What follows belongs to an exercise in optimizing a design on an open flow for small area; a production flow would make more cautious choices. In this exercise RTL edits were held to simulation tests only and were not proved equivalent to the original.

## fir_H
module fir_H(xIn,sample,clk,reset,yOut,mode);
input mode;
input sample, clk, reset;
input[15:0] xIn;
output reg[15:0] yOut;
	reg [495:0] ring;           
	reg [4:0] r;                
	reg [15:0] xb;              
	reg [4:0] ph;               
	reg [4:0] u;                
	reg [31:0] acc;
	wire start = sample & ~reset & (ph == 5'd0);
	wire busy = (ph != 5'd0);
	wire ins = busy & ((ph == r) | ((ph == 5'd31) & (r == 5'd0)));
	wire [15:0] fb = ins ? xb : ring[15:0];
	always @(posedge clk)
		ring <= {fb, ring[495:16]};
	always @(posedge clk)
		if (!busy) xb <= xIn;
	always @(posedge clk)
		if (reset) r <= 5'd0;
		else if (!(start | busy)) r <= (r == 5'd0) ? 5'd30 : r - 5'd1;
	wire [15:0] hn;
	wire [30:0] sel;
	genvar g;
	generate for (g = 0; g < 31; g = g + 1) begin : rd
		assign sel[g] = (r == g);
	end
	for (g = 0; g < 16; g = g + 1) begin : rb
		wire [30:0] d;
		genvar w;
  ...
Size in the first run: roughly 2000 cells after synthesis, about 36 I/O pins, ~24000 µm² of cells after synthesis.
Settings: LEC_CHECK=0, CAP_MARGIN=20, CORE_MARGIN=2, CORE_UTILIZATION=60, SLEW_MARGIN=20, SYNTH_HIERARCHICAL=1; clock period 25.0 ns.
standard.sh (not shown) runs the stock make flow with config.mk's settings and CLKGATE_MAP_FILE= SYNTH_SCRIPT=/design/flow/synth_recipe.tcl, a recipe that flattens the netlist after the stock synthesis.
==> flow/flow/run.sh <==
#!/bin/bash
# Layout flow: the standard ORFS flow (standard.sh) with two changes:
#  - before the resizer's repair_design, every cell is set to its smallest
#    drive strength (flow/downsize.tcl); repair_design sizes up what needs it;
#  - clock tree synthesis without dummy loads (CTS_ARGS).
# make's output goes to standard.log; ORFS keeps each step's log in orfs/logs.
set -euo pipefail
here=$(pwd)
export PRE_RESIZE_TCL=$here/flow/downsize.tcl
export CTS_ARGS="-sink_clustering_enable -repair_clock_nets -dont_use_dummy_load -sink_clustering_size 28 -sink_clustering_max_diameter 100"
bash standard.sh > standard.log 2>&1
==> flow/flow/downsize.tcl <==
# Before the resizer's repair_design (PRE_RESIZE hook): give every cell the
# smallest drive strength of its function.  Synthesis sizes cells for speed
# that this design, with its long clock period, does not need; repair_design
# then upsizes or buffers wherever slew, capacitance or fanout need it.
set db [ord::get_db]
set block [ord::get_db_block]
set dont_use $::env(DONT_USE_CELLS)
set count 0
foreach inst [$block getInsts] {
  set m [$inst getMaster]
  set name [$m getName]
  if { ![regexp {^(sky130_fd_sc_hd__[a-z0-9]+)_([0-9]+)$} $name -> base drive] } { continue }
  if { [$inst isFixed] } { continue }
  set best $m
  foreach d {0 1 2 3 4 6 8 12 16} {
    set cname ${base}_$d
    if { [lsearch -exact $dont_use $cname] >= 0 } { continue }
    set c [$db findMaster $cname]
    if { $c == "NULL" || $c == "" } { continue }
    if { [$c getWidth] < [$best getWidth] } { set best $c }
  }
  if { $best != $m } {
    set p1 [lsort [lmap t [$m getMTerms] {$t getName}]]
    set p2 [lsort [lmap t [$best getMTerms] {$t getName}]]
    if { $p1 eq $p2 } {
      $inst swapMaster $best
      incr count
    }
  }
}
puts "downsize: $count instances set to their smallest drive strength"
The first run produced a clean layout.
Next try:
--- a/flow/flow/run.sh
+++ b/flow/flow/run.sh
@@ -9,0 +10 @@
+export REMOVE_ABC_BUFFERS=1
After rerunning: The changed run ran to the end with no violations; flip-flop and latch count does not change; routed wire length goes down by 2.5%; worst setup slack gains 0.52 ns; first-iteration DRC count goes down by 8.7%; utilization goes down by 0.19 points; clock-buffer cell count goes down by 1; hold slack loses 0.017 ns.

---

== red ==
Another version of the RTL of fir_H (not shown whole).
For scale: roughly 23000 sq um of cells after synthesis.
## fir_H
module fir_H(xIn,sample,clk,reset,yOut,mode);
input mode;
input sample, clk, reset;
input[15:0] xIn;
output reg[15:0] yOut;
	reg [495:0] ring;           
	reg [4:0] r;                
	reg [15:0] xb;              
	reg [4:0] ph;               
	reg [4:0] u;                
	reg [31:0] acc;
	wire busy = |ph;            
	wire ld = &ph;              
	wire rest = ~busy & ~sample;    
	wire [4:0] rn = ~r;
	wire [3:0] an;
	wire [7:0] bn;
	wire [30:0] sel;
	genvar g;
	generate for (g = 0; g < 4; g = g + 1) begin : pa
		nand2 p(.a(g & 1 ? r[0] : rn[0]), .b(g & 2 ? r[1] : rn[1]), .y(an[g]));
	end
	for (g = 0; g < 8; g = g + 1) begin : pb
		nand3 p(.a(g & 1 ? r[2] : rn[2]), .b(g & 2 ? r[3] : rn[3]), .c(g & 4 ? r[4] : rn[4]), .y(bn[g]));
	end
	for (g = 0; g < 31; g = g + 1) begin : dl
		nor2 l(.a(an[g % 4]), .b(bn[g / 4]), .y(sel[g]));
	end endgenerate
	wire eq;
	eq5 cmp_ins(.a(ph), .b(r), .y(eq));
	wire ins = busy & (eq | (ld & sel[0]));
	wire [15:0] fb;
	generate for (g = 0; g < 16; g = g + 1) begin : fbm
		mux2 m(.a(ring[g]), .b(xb[g]), .s(ins), .y(fb[g]));
	end endgenerate
	always @(posedge clk)
		ring <= {fb, ring[495:16]};
	always @(posedge clk)
		if (!busy) xb <= xIn;
	wire [4:0] rdec;
	dec5 rd(.a(r), .y(rdec));
  ...
Settings: LEC_CHECK=0, CAP_MARGIN=20, CORE_MARGIN=2, CORE_UTILIZATION=60, SLEW_MARGIN=20, SYNTH_HIERARCHICAL=1; clock period 25.0 ns.
==> flow/flow/run.sh <==
#!/bin/bash
# Layout flow: the standard ORFS flow (standard.sh) with two changes:
#  - before the resizer's repair_design, every cell is set to its smallest
#    drive strength (flow/downsize.tcl); repair_design sizes up what needs it;
#  - clock tree synthesis without dummy loads (CTS_ARGS).
# make's output goes to standard.log; ORFS keeps each step's log in orfs/logs.
set -euo pipefail
here=$(pwd)
export PRE_RESIZE_TCL=$here/flow/downsize.tcl
export REMOVE_ABC_BUFFERS=1
export BUFFER_PORTS_ARGS="-buffer_cell sky130_fd_sc_hd__buf_1"
export CTS_ARGS="-sink_clustering_enable -repair_clock_nets -dont_use_dummy_load -sink_clustering_size 32 -sink_clustering_max_diameter 100"
bash standard.sh > standard.log 2>&1
Scripts as last shown in full above: flow/flow/downsize.tcl
[inputs] blue vs red
==> flow/flow/run.sh <==
#!/bin/bash
# Layout flow: the standard ORFS flow (standard.sh) with two changes:
#  - before the resizer's repair_design, every cell is set to its smallest
#    drive strength (flow/downsize.tcl); repair_design sizes up what needs it;
#  - clock tree synthesis without dummy loads, with clkbuf_8 buffers and
#    sink clusters of up to 20 flip-flops (CTS_ARGS).
# make's output goes to standard.log; ORFS keeps each step's log in orfs/logs.
set -euo pipefail
here=$(pwd)
export PRE_RESIZE_TCL=$here/flow/downsize.tcl
export REMOVE_ABC_BUFFERS=1
export BUFFER_PORTS_ARGS="-buffer_cell sky130_fd_sc_hd__buf_1"
export CTS_ARGS="-sink_clustering_enable -repair_clock_nets -dont_use_dummy_load -sink_clustering_size 20 -sink_clustering_max_diameter 70 -buf_list sky130_fd_sc_hd__clkbuf_8"
bash standard.sh > standard.log 2>&1
### Flow results
Per the comparison of blue with red, total routed wirelength went up about 0.7%; number of H-tree levels went up 1; number of cells in the finished layout apart from fillers went up 15; multi-input combinational cell count held; number of hold-slack violations in the final timing report held.
Reg-to-reg setup timing slack deteriorates in blue relative to red.
Changes observed in blue relative to red: worst path setup slack after routing went up by 0.0050 ns.

---

fir_H again, from the RTL that the note above started with.
Settings: LEC_CHECK=0, CAP_MARGIN=20, CORE_MARGIN=2, CORE_UTILIZATION=60, SLEW_MARGIN=20, SYNTH_HIERARCHICAL=1; clock period 25.0 ns.
==> flow/flow/run.sh <==
#!/bin/bash
# Layout flow: the standard ORFS flow (standard.sh) with two changes:
#  - before the resizer's repair_design, every cell is set to its smallest
#    drive strength (flow/downsize.tcl); repair_design sizes up what needs it;
#  - clock tree synthesis without dummy loads (CTS_ARGS).
# make's output goes to standard.log; ORFS keeps each step's log in orfs/logs.
set -euo pipefail
here=$(pwd)
export PRE_RESIZE_TCL=$here/flow/downsize.tcl
export REMOVE_ABC_BUFFERS=1
export BUFFER_PORTS_ARGS="-buffer_cell sky130_fd_sc_hd__buf_1"
export CTS_ARGS="-sink_clustering_enable -repair_clock_nets -dont_use_dummy_load -sink_clustering_size 16 -sink_clustering_max_diameter 60 -buf_list sky130_fd_sc_hd__clkbuf_8"
bash standard.sh > standard.log 2>&1
Scripts as last shown in full above: flow/flow/downsize.tcl
The starting point ran to the end with no violations.
==> next run, changes <==
--- a/flow/flow/run.sh
+++ b/flow/flow/run.sh
@@ -11,3 +11,3 @@
 export BUFFER_PORTS_ARGS="-buffer_cell sky130_fd_sc_hd__buf_1"
-export CTS_ARGS="-sink_clustering_enable -repair_clock_nets -dont_use_dummy_load -sink_clustering_size 16 -sink_clustering_max_diameter 60 -buf_list sky130_fd_sc_hd__clkbuf_8"
+export CTS_ARGS="-sink_clustering_enable -repair_clock_nets -dont_use_dummy_load -sink_clustering_size 20 -sink_clustering_max_diameter 70 -buf_list sky130_fd_sc_hd__clkbuf_8"
 bash standard.sh > standard.log 2>&1
After rerunning: The new run ran to the end with no violations; via count stays flat; worst setup slack loses 0.015 ns; global-route usage stays flat; maximum frequency hardly moves; routed wire length stays flat; utilization falls by 0.34 points; die area is unchanged; design area came out lower slightly; sequential share of layout area rose by 0.29 points.
==> next run, changes <==
--- a/flow/flow/run.sh
+++ b/flow/flow/run.sh
@@ -11,3 +11,3 @@
 export BUFFER_PORTS_ARGS="-buffer_cell sky130_fd_sc_hd__buf_1"
-export CTS_ARGS="-sink_clustering_enable -repair_clock_nets -dont_use_dummy_load -sink_clustering_size 20 -sink_clustering_max_diameter 70 -buf_list sky130_fd_sc_hd__clkbuf_8"
+export CTS_ARGS="-sink_clustering_enable -repair_clock_nets -dont_use_dummy_load -sink_clustering_size 32 -sink_clustering_max_diameter 100"
 bash standard.sh > standard.log 2>&1
- PLACE_DENSITY: default -> 0.8
Effect: Routed wire length decreases by 3.2%; worst setup slack improves by 0.22 ns; cell count decreases by 0.57%; clock-buffer cell count decreases by 16; synthesized area is unchanged.

-- afterwards: timing with drivers on the ports --
The flow's constraints put no driver on any port. The routed layouts listed below were extracted and timed again, unchanged, in two steps. Step 1: set_driving_cell puts a clkbuf_16 on clk and a buf_2 on each other input, an assumption about the parent block. Step 2 adds t to the input delays and takes it off the output delays; t is the mean of the earliest and latest rising clock arrival at the registers after step 1. Input paths then give back, and output paths get back, about the clock's delay inside the block. Three values: ideal ports, drivers, drivers and shift; two values: the first two.
run | t, ns | setup slack, ns | clock arrival spread, ns
the first run of note 1 | 0.629 | 4.923 / 4.946 / 4.317 | 0.071 / 0.070
the second run of note 1 | 0.619 | 5.439 / 5.473 / 4.853 | 0.080 / 0.081
red | 0.618 | 5.955 / 5.988 / 5.370 | 0.076 / 0.076
blue | 0.649 | 5.960 / 5.988 / 5.339 | 0.122 / 0.122
the first run of note 3 | 0.665 | 5.975 / 6.003 / 5.338 | 0.121 / 0.122
the second run of note 3 | 0.649 | 5.960 / 5.988 / 5.339 | 0.122 / 0.122
the third run of note 3 | 0.619 | 6.183 / 6.169 / 5.551 | 0.089 / 0.089
After both steps setup and hold are still met in every run listed. For the first run of note 3, which loses most, drivers alone change the setup slack by +0.028 ns; drivers and shift together by -0.637 ns.
